Background: an optimization exercise with open tools, aiming at small area and a short achievable clock period. Do not read the settings as production practice. Where RTL was checked, it was by simulation tests only, not by an equivalence proof against the original. No activity file was given, so power comes from the tool's default toggle rates.

== rev 12 ==
## tanh9slices
module tanh9slices (
    input wire clk,
    input wire rst_n,
    input wire signed [15:0] x0_in,
    input wire signed [15:0] x1_in,
    input wire valid_in,
    output wire signed [15:0] y0_out,
    output wire signed [15:0] y1_out,
    output reg valid_out
);
Size in the first run: roughly 900 cells after synthesis, ~140 flip-flops, ~68 I/O pins.
export LEC_CHECK = 0
export CAP_MARGIN = 20
export CORE_MARGIN = 2
export CORE_UTILIZATION = 40
export SLEW_MARGIN = 20
create_clock -name core_clock -period 8.0 [get_ports {clk}]
standard.sh (not shown) runs the stock make flow with config.mk's settings and CLKGATE_MAP_FILE= SYNTH_SCRIPT=/design/flow/synth_recipe.tcl, a recipe that flattens the netlist after the stock synthesis.
==> flow/flow/run.sh <==
#!/bin/bash
set -euo pipefail
mapfile -t KNOBS < <(grep -v '^\s*$' flow/knobs.txt)
bash standard.sh "${KNOBS[@]}" finish > flow_make.log 2>&1
==> flow/flow/knobs.txt <==
SETUP_SLACK_MARGIN=5.4
CTS_BUF_LIST=sky130_fd_sc_hd__clkbuf_8
BUFFER_PORTS_ARGS=-buffer_cell sky130_fd_sc_hd__buf_2
Relative to rev 12, the following input files were edited for rev 13:
-- flow/flow/knobs.txt --
<<< rev 12, line 1
SETUP_SLACK_MARGIN=5.4
>>> rev 13, line 1
SETUP_SLACK_MARGIN=5.50
==> results.txt <==
Rev 13 vs. rev 12: first-pass iteration count of the detailed router saw a decrease, final cell utilization of the core saw an increase, worst path arrival time now larger, fmax down 0.0049 GHz. Looking at clock period minus final worst setup slack across rev 13 and rev 12, the one that comes out lower is rev 12. In terms of total routing usage reported by global routing, rev 13 and rev 12 differ only marginally. The initial standard-cell utilization of the core of rev 12 and that of rev 13 are within noise of each other.

north:
Another version of the RTL of tanh9slices (not shown whole).
For scale: about 840 cells after synthesis, roughly 130 flip-flops, roughly 7700 um2 of cells after synthesis.
clock: 8.0 ns
lec_check: 0
cap_margin: 20
core_margin: 2
core_utilization: 40
slew_margin: 20
==> flow/flow/run.sh <==
#!/bin/bash
set -euo pipefail
mapfile -t KNOBS < <(grep -v '^\s*$' flow/knobs.txt)
bash standard.sh "${KNOBS[@]}" "PRE_GLOBAL_PLACE_TCL=$PWD/flow/ports.tcl" finish > flow_make.log 2>&1
==> flow/flow/knobs.txt <==
SETUP_SLACK_MARGIN=5.4
CTS_ARGS=-sink_clustering_enable -repair_clock_nets -buf_list sky130_fd_sc_hd__clkbuf_8 -dont_use_dummy_load
==> flow/flow/ports.tcl <==
# Port buffers, sourced before global placement: ORFS's own buffer_ports call
# is replaced by two calls, so every port still gets a buffer, but the inputs
# get buf_1 and the outputs buf_2 (timing repair may resize them later).
rename buffer_ports orfs_buffer_ports
proc buffer_ports {args} {
  orfs_buffer_ports -outputs -buffer_cell sky130_fd_sc_hd__buf_2
  orfs_buffer_ports -inputs -buffer_cell sky130_fd_sc_hd__buf_1
}
north did not stop at any stage, and its layout met the timing, DRC and antenna checks.
Input-level comparison between south and north:
==> flow/flow/knobs.txt <==
SETUP_SLACK_MARGIN=5.4
CTS_ARGS=-sink_clustering_enable -repair_clock_nets -root_buf sky130_fd_sc_hd__clkbuf_16 -buf_list sky130_fd_sc_hd__clkbuf_4 -dont_use_dummy_load
BUFFER_PORTS_ARGS=-inputs -buffer_cell sky130_fd_sc_hd__buf_1
==> flow/flow/ports.tcl <==
# Buffer the output ports (ORFS's buffer_ports call then buffers the inputs).
buffer_ports -outputs -buffer_cell sky130_fd_sc_hd__buf_2
- Between north and south, the number of nets in the layout is higher for north.
- Taking north as the reference point, the combinational fraction of design power of south falls by 2.6 points.
- Final design instance area without fill, north and south: larger value in north
- The final layout from south, which completed every stage, passed the timing, DRC and antenna checks at the end of the flow.
- Share of total power in the clock network delta for south relative to north: 3.8 points lower
What east does differently from south at the input level:
==> flow/flow/knobs.txt <==
SETUP_SLACK_MARGIN=5.4
CTS_ARGS=-sink_clustering_enable -repair_clock_nets -buf_list sky130_fd_sc_hd__clkbuf_8 -dont_use_dummy_load
BUFFER_PORTS_ARGS=-inputs -buffer_cell sky130_fd_sc_hd__buf_1
south: PASS, flow complete, no timing, DRC or antenna violations
east completed; timing, DRC and antenna clean
On worst path arrival time: east sits below south.
east ended up with y0_out[12] as its endpoint of the most critical setup path; south ended up with lane0.s2_b[14]$_DFF_P_.
Comparing east and south, first-pass iteration count of the detailed router is higher on south.
east against south: clock share of power went up 4.3 points, first-pass GRT wire length moved up, final period demand of the worst path went down 0.055 ns, final hold slack up 0.0071 ns.
As of east, overall power had risen by a few percent compared to south.
Taking south as the reference, in east filler cell count in the final layout fell by 0.69%, worst reg-to-reg path cell count rose by 1, core utilization rose by 0.56 points.
Changes in west relative to east:
==> flow/flow/run.sh <==
#!/bin/bash
set -euo pipefail
mapfile -t KNOBS < <(grep -v '^\s*$' flow/knobs.txt)
bash standard.sh "${KNOBS[@]}" finish > flow_make.log 2>&1
==> flow/flow/knobs.txt <==
SETUP_SLACK_MARGIN=5.4
CTS_ARGS=-sink_clustering_enable -repair_clock_nets -buf_list sky130_fd_sc_hd__clkbuf_8 -dont_use_dummy_load
BUFFER_PORTS_ARGS=-buffer_cell sky130_fd_sc_hd__buf_2
removed: flow/flow/ports.tcl
[summary]
west vs. east: clock period minus worst slack rose 0.011 ns; final RePlAce weighted congestion rose 1.6%; placed cell count rose by 3.2%. Final critical-path share of the clock period essentially unchanged between west and east. Wire length: west vs east — no meaningful difference. Fmax (higher): east. Estimated wirelength of the detail-placed design ends up higher on west. Synthesized netlist cell count across east and west: no real change. Re relative contribution of combinational cells to total power: west is 3.6 points up on east. east → west: final cell count went up by 33; worst-case setup margin in the final layout went down by 0.011 ns.

Setup of job 9464:
Another version of the RTL of tanh9slices (not shown whole).
Size: about 1000 cells after synthesis, about 140 flip-flops.
export LEC_CHECK = 0
export CAP_MARGIN = 20
export CORE_MARGIN = 2
export CORE_UTILIZATION = 40
export SLEW_MARGIN = 20
create_clock -name core_clock -period 8.0 [get_ports {clk}]
==> flow/flow/run.sh <==
#!/bin/bash
set -euo pipefail
mapfile -t KNOBS < <(grep -v '^\s*$' flow/knobs.txt)
bash standard.sh "${KNOBS[@]}" finish > flow_make.log 2>&1
==> flow/flow/knobs.txt <==
SETUP_SLACK_MARGIN=5.6
CTS_BUF_LIST=sky130_fd_sc_hd__clkbuf_8
BUFFER_PORTS_ARGS=-buffer_cell sky130_fd_sc_hd__buf_2
Modified inputs, job 9515 compared to job 9464
==> flow/flow/run.sh <==
#!/bin/bash
set -euo pipefail
MARGIN=$(cat flow/margin.txt)
bash standard.sh SETUP_SLACK_MARGIN=$MARGIN finish > flow_make.log 2>&1
==> flow/flow/margin.txt (new file) <==
5.6
removed: flow/flow/knobs.txt
==> comparison <==
Job 9515 completed every stage of the flow, and the final layout passed the timing, DRC and antenna checks. On routed length per placed instance, job 9464 and job 9515 are neck and neck. Job 9464 → job 9515: global-route met3 utilization roughly the same, hold slack roughly the same. Compared with job 9464, in job 9515 via count barely changed; design area went up; met1 track demand over resource in global routing decreased by 1.9 points relative to the old numbers; total power after layout moved up.

tanh9slices, a different RTL version from the one above (not shown whole).
For scale: ~930 cells after synthesis, about 120 flip-flops, roughly 8000 um^2 of cells after synthesis.
clock: 8.0 ns
lec_check: 0
cap_margin: 20
core_margin: 2
core_utilization: 40
setup_slack_margin: 5
slew_margin: 20
run.sh (not shown) runs the stock make flow with config.mk's settings and CLKGATE_MAP_FILE= SYNTH_SCRIPT=/design/flow/synth_recipe.tcl, a recipe that flattens the netlist after the stock synthesis.
Stock flow here: none of the scripts above is used.
Next try:
==> flow/flow/run.sh (new file) <==
#!/bin/bash
set -euo pipefail
MARGIN=$(cat flow/margin.txt)
bash standard.sh SETUP_SLACK_MARGIN=$MARGIN finish > flow_make.log 2>&1
==> flow/flow/margin.txt (new file) <==
5.6
==> flow/standard.sh (new file) <==
#!/bin/bash
# synth_recipe.tcl (not shown) runs the flow's synth.tcl, then flattens the netlist and writes it again
# the make line also repeats each setting of config.mk as NAME=value (left out here)
make -C /OpenROAD-flow-scripts/flow DESIGN_CONFIG=/design/flow/config.mk WORK_HOME=/design/flow/orfs CLKGATE_MAP_FILE= SYNTH_SCRIPT=/design/flow/synth_recipe.tcl "${@:-finish}"
- SETUP_SLACK_MARGIN: 5 -> unset
removed: flow/run.sh
Outcome: The changed run finished clean; sequential share of layout area climbs by 0.23 points; clock skew hardly moves; design area is about the same; maximum frequency climbs by 2.7%; wire length climbs by 5.3%; sequential power is about the same; setup slack is better by 79 ps; cell count drops by 0.72%.
No functional check of the RTL was part of any run of this note.

main:
tanh9slices with an RTL version that a note above also has.
Size: about 840 cells after synthesis, about 68 I/O pins.
export LEC_CHECK = 0
export CAP_MARGIN = 20
export CORE_MARGIN = 2
export CORE_UTILIZATION = 40
export SLEW_MARGIN = 20
create_clock -name core_clock -period 8.0 [get_ports {clk}]
standard.sh (not shown) runs the stock make flow with config.mk's settings and CLKGATE_MAP_FILE= SYNTH_SCRIPT=/design/flow/synth_recipe.tcl, a recipe that flattens the netlist after the stock synthesis.
==> flow/flow/run.sh <==
#!/bin/bash
set -euo pipefail
mapfile -t KNOBS < <(grep -v '^\s*$' flow/knobs.txt)
bash standard.sh "${KNOBS[@]}" "PRE_GLOBAL_PLACE_TCL=$PWD/flow/ports.tcl" finish > flow_make.log 2>&1
==> flow/flow/knobs.txt <==
SETUP_SLACK_MARGIN=5.4
CTS_ARGS=-sink_clustering_enable -repair_clock_nets -root_buf sky130_fd_sc_hd__clkbuf_16 -buf_list sky130_fd_sc_hd__clkbuf_8 -dont_use_dummy_load
BUFFER_PORTS_ARGS=-inputs -buffer_cell sky130_fd_sc_hd__buf_1
==> flow/flow/ports.tcl <==
# Buffer the output ports (ORFS's buffer_ports call then buffers the inputs).
buffer_ports -outputs -buffer_cell sky130_fd_sc_hd__buf_2
Edits applied to the flow inputs when going from main to the feature branch:
==> flow/flow/knobs.txt <==
SETUP_SLACK_MARGIN=5.4
CTS_ARGS=-sink_clustering_enable -repair_clock_nets -buf_list sky130_fd_sc_hd__clkbuf_8 -dont_use_dummy_load
BUFFER_PORTS_ARGS=-inputs -buffer_cell sky130_fd_sc_hd__buf_1
==> flow/flow/ports.tcl <==
# Buffer the output ports (ORFS's buffer_ports call then buffers the inputs).
buffer_ports -outputs -buffer_cell sky130_fd_sc_hd__buf_4
--- outcome ---
~same hold slack in the feature branch and main. Design area essentially unchanged between the feature branch and main. Changes observed in the feature branch relative to main: register fraction of the total cell area flat, slack of the worst reg-to-reg path saw little to no change, layout cell share with drive strength beyond 1 stayed essentially flat, met2 global-route usage ~0 delta.

## yarrow
Another version of the RTL of tanh9slices (not shown whole).
Size: ~830 cells after synthesis, about 7600 um2 of cells after synthesis.
export LEC_CHECK = 0
export CAP_MARGIN = 20
export CORE_MARGIN = 2
export CORE_UTILIZATION = 40
export SLEW_MARGIN = 20
create_clock -name core_clock -period 8.0 [get_ports {clk}]
==> flow/flow/run.sh <==
#!/bin/bash
set -euo pipefail
mapfile -t KNOBS < <(grep -v '^\s*$' flow/knobs.txt)
bash standard.sh "${KNOBS[@]}" finish > flow_make.log 2>&1
==> flow/flow/knobs.txt <==
SETUP_SLACK_MARGIN=5.5
CTS_ARGS=-sink_clustering_enable -repair_clock_nets -buf_list sky130_fd_sc_hd__clkbuf_8 -dont_use_dummy_load
BUFFER_PORTS_ARGS=-buffer_cell sky130_fd_sc_hd__buf_1
Inputs modified between yarrow and onyx:
==> flow/flow/knobs.txt <==
SETUP_SLACK_MARGIN=5.5
CTS_ARGS=-sink_clustering_enable -repair_clock_nets -root_buf sky130_fd_sc_hd__clkbuf_16 -buf_list sky130_fd_sc_hd__clkbuf_8 -sink_clustering_size 25 -sink_clustering_max_diameter 80 -dont_use_dummy_load
BUFFER_PORTS_ARGS=-buffer_cell sky130_fd_sc_hd__buf_1
MATCH_CELL_FOOTPRINT=0
### Flow results
Compared with yarrow, onyx shows power dissipated in combinational cells lower by 7.1%.
The last element of the critical path comes out y1_out[13] in one run and y1_out[15] in the other, namely in yarrow and onyx respectively.
Register-to-register slack delta (yarrow -> onyx): insignificant
Between onyx and yarrow, the difference in wire length reported by the detailed router is negligible.
Input-level comparison between tundra and onyx:
==> flow/flow/knobs.txt <==
SETUP_SLACK_MARGIN=5.45
CTS_ARGS=-sink_clustering_enable -repair_clock_nets -root_buf sky130_fd_sc_hd__clkbuf_16 -buf_list sky130_fd_sc_hd__clkbuf_8 -dont_use_dummy_load
BUFFER_PORTS_ARGS=-buffer_cell sky130_fd_sc_hd__buf_1
MATCH_CELL_FOOTPRINT=0
[summary]
Vias: tundra fewer than onyx
Sort tundra and onyx by clock power share asc -> top: tundra
Relative to onyx, the final critical delay including setup and external delays of tundra is higher by 13 ps.
Relative to onyx, the final cell area reported for tundra is lower.
Compared with onyx, tundra shows a number of buffers other than clock buffers in the final layout that is 2 higher.
onyx reports its capturing element of the worst setup path as y1_out[15] while tundra reports y1_out[0].
onyx → tundra: top fanout value on the critical path saw a decrease, required time of the critical path saw little to no change, post-route fraction of the period consumed by the critical path saw an increase.
## Diff of input files: zinc against tundra
==> flow/flow/knobs.txt <==
SETUP_SLACK_MARGIN=5.45
CTS_ARGS=-sink_clustering_enable -repair_clock_nets -buf_list sky130_fd_sc_hd__clkbuf_8 -dont_use_dummy_load
BUFFER_PORTS_ARGS=-buffer_cell sky130_fd_sc_hd__buf_1
## What came out
Worst setup slack: zinc lower than tundra
Summary of zinc over tundra: number of cells traversed by the worst hold path held; via count shrank by about 0.46%; wire length on met1 now smaller.
In the reports for zinc and tundra, the smaller number of vias per cell belongs to zinc.

run 1:
tanh9slices again, from the RTL that the note above started with.
Settings: LEC_CHECK=0, CAP_MARGIN=20, CORE_MARGIN=2, CORE_UTILIZATION=40, SLEW_MARGIN=20; clock period 8.0 ns.
==> flow/flow/knobs.txt <==
SETUP_SLACK_MARGIN=5.4
CTS_ARGS=-sink_clustering_enable -repair_clock_nets -root_buf sky130_fd_sc_hd__clkbuf_16 -buf_list sky130_fd_sc_hd__clkbuf_8 -dont_use_dummy_load
BUFFER_PORTS_ARGS=-buffer_cell sky130_fd_sc_hd__buf_1
MATCH_CELL_FOOTPRINT=0
Scripts as last shown in full above: flow/flow/run.sh
Here is what was changed in the inputs of run 2 compared with run 1.
==> flow/flow/knobs.txt <==
SETUP_SLACK_MARGIN=5.55
CTS_ARGS=-sink_clustering_enable -repair_clock_nets -buf_list sky130_fd_sc_hd__clkbuf_8 -dont_use_dummy_load
BUFFER_PORTS_ARGS=-buffer_cell sky130_fd_sc_hd__buf_1
MATCH_CELL_FOOTPRINT=0
## What came out
- Insertion delay of the later-clocked pin in the worst-skew pair (lower): run 1
- Run 2 ended with every stage complete and zero timing, DRC or antenna violations.
- Re combinational cell fraction of total power: run 2 is 1.6 points up on run 1.
- The number of remaining DRC errors on run 2 is in line with that on run 1.
- Run 2 vs. run 1: sequential share of layout area went down by 0.49 points.
--- input diff run 2..run 3 ---
==> flow/flow/knobs.txt <==
SETUP_SLACK_MARGIN=5.4
CTS_ARGS=-sink_clustering_enable -repair_clock_nets -buf_list sky130_fd_sc_hd__clkbuf_8 -dont_use_dummy_load
BUFFER_PORTS_ARGS=-buffer_cell sky130_fd_sc_hd__buf_1
--- outcome ---
Against run 2 as the reference, run 3 delivers a lower met2 layer wire length in the routed design.
Compare run 2 and run 3 | final clock period utilization by the worst path higher: run 2
Taking run 2 as the reference, in run 3 global placer's final weighted congestion now larger; number of cells in the finished layout apart from fillers about even; total power fell 2.7%.
Changes in run 4 relative to run 3:
==> flow/flow/knobs.txt <==
SETUP_SLACK_MARGIN=5.45
CTS_ARGS=-sink_clustering_enable -repair_clock_nets -buf_list sky130_fd_sc_hd__clkbuf_8 -dont_use_dummy_load
BUFFER_PORTS_ARGS=-buffer_cell sky130_fd_sc_hd__buf_1
MATCH_CELL_FOOTPRINT=0
Results
On via count of the first global-routing pass, run 4 and run 3 are basically level. Final design utilization (lower): run 3. In terms of worst setup slack, run 3 and run 4 differ only marginally. Switching power across run 4 and run 3: no real change. Against run 3 as the reference, run 4 delivers a higher first-iteration detailed-routing DRC count. Summary of run 4 over run 3: total power draw held steady; met2 layer wire length in the routed design shrank by about 0.7%; sequential fraction of total cell area held steady; total number of vias held steady.

-- static timing again, ports no longer ideal --
Ports are ideal in the flow. The routed layouts listed here were re-timed in OpenROAD. Step 1, drivers: a clkbuf_16 drives clk and a buf_2 each remaining input, both assumed. Step 2, shift: input delay + t, output delay - t, t = (earliest + latest rising clock arrival at the registers) / 2. This alone moves slack from input paths to output paths. a / b / c = no drivers / after step 1 / after step 2; a / b = the first two.
run | shift t [ns] | slack for setup (ns) | worst setup path at the end | worst register clock-pin slew, ns | pins driven straight from the clock port
rev 12 | 0.477 | 5.472 / 5.434 / 5.067 | input to register | 0.08 / 0.08 | 1
rev 13 | 0.485 | 5.441 / 5.401 / 5.105 | input to register | 0.08 / 0.08 | 1
north | 0.474 | 5.467 / 5.429 / 5.200 | input to register | 0.08 / 0.08 | 1
south | 0.393 | 5.425 / 5.425 / 5.197 | input to register | 0.12 / 0.12 | 1
east | 0.471 | 5.480 / 5.436 / 5.201 | input to register | 0.08 / 0.08 | 1
west | 0.471 | 5.469 / 5.431 / 5.174 | input to register | 0.08 / 0.08 | 1
job 9464 | 0.472 | 5.478 / 5.438 / 5.272 | input to register | 0.09 / 0.09 | 1
job 9515 | 0.458 | 5.488 / 5.446 / 5.211 | input to register | 0.07 / 0.07 | 1
the first run of note 4 | 0.452 | 4.971 / 4.971 / 4.763 | input to register | 0.06 / 0.06 | 1
the second run of note 4 | 0.444 | 5.050 / 5.050 / 5.050 | register to register | 0.05 / 0.05 | 1
main | 0.400 | 5.525 / 5.510 / 5.198 | input to register | 0.08 / 0.08 | 1
the feature branch | 0.471 | 5.480 / 5.436 / 5.201 | input to register | 0.08 / 0.08 | 1
yarrow | 0.468 | 5.450 / 5.413 / 5.202 | input to register | 0.08 / 0.08 | 1
onyx | 0.399 | 5.527 / 5.485 / 5.201 | input to register | 0.08 / 0.08 | 1
tundra | 0.394 | 5.514 / 5.474 / 5.199 | input to register | 0.08 / 0.08 | 1
zinc | 0.461 | 5.468 / 5.430 / 5.198 | input to register | 0.08 / 0.08 | 1
run 1 | 0.395 | 5.483 / 5.442 / 5.198 | input to register | 0.08 / 0.08 | 1
run 2 | 0.470 | 5.452 / 5.415 / 5.175 | input to register | 0.08 / 0.08 | 1
run 3 | 0.459 | 5.467 / 5.429 / 5.199 | input to register | 0.08 / 0.08 | 1
run 4 | 0.460 | 5.469 / 5.431 / 5.198 | input to register | 0.08 / 0.08 | 1
After both steps setup and hold are still met in every run listed. For rev 12, which loses most, drivers alone change the setup slack by -0.038 ns; drivers and shift together by -0.405 ns.
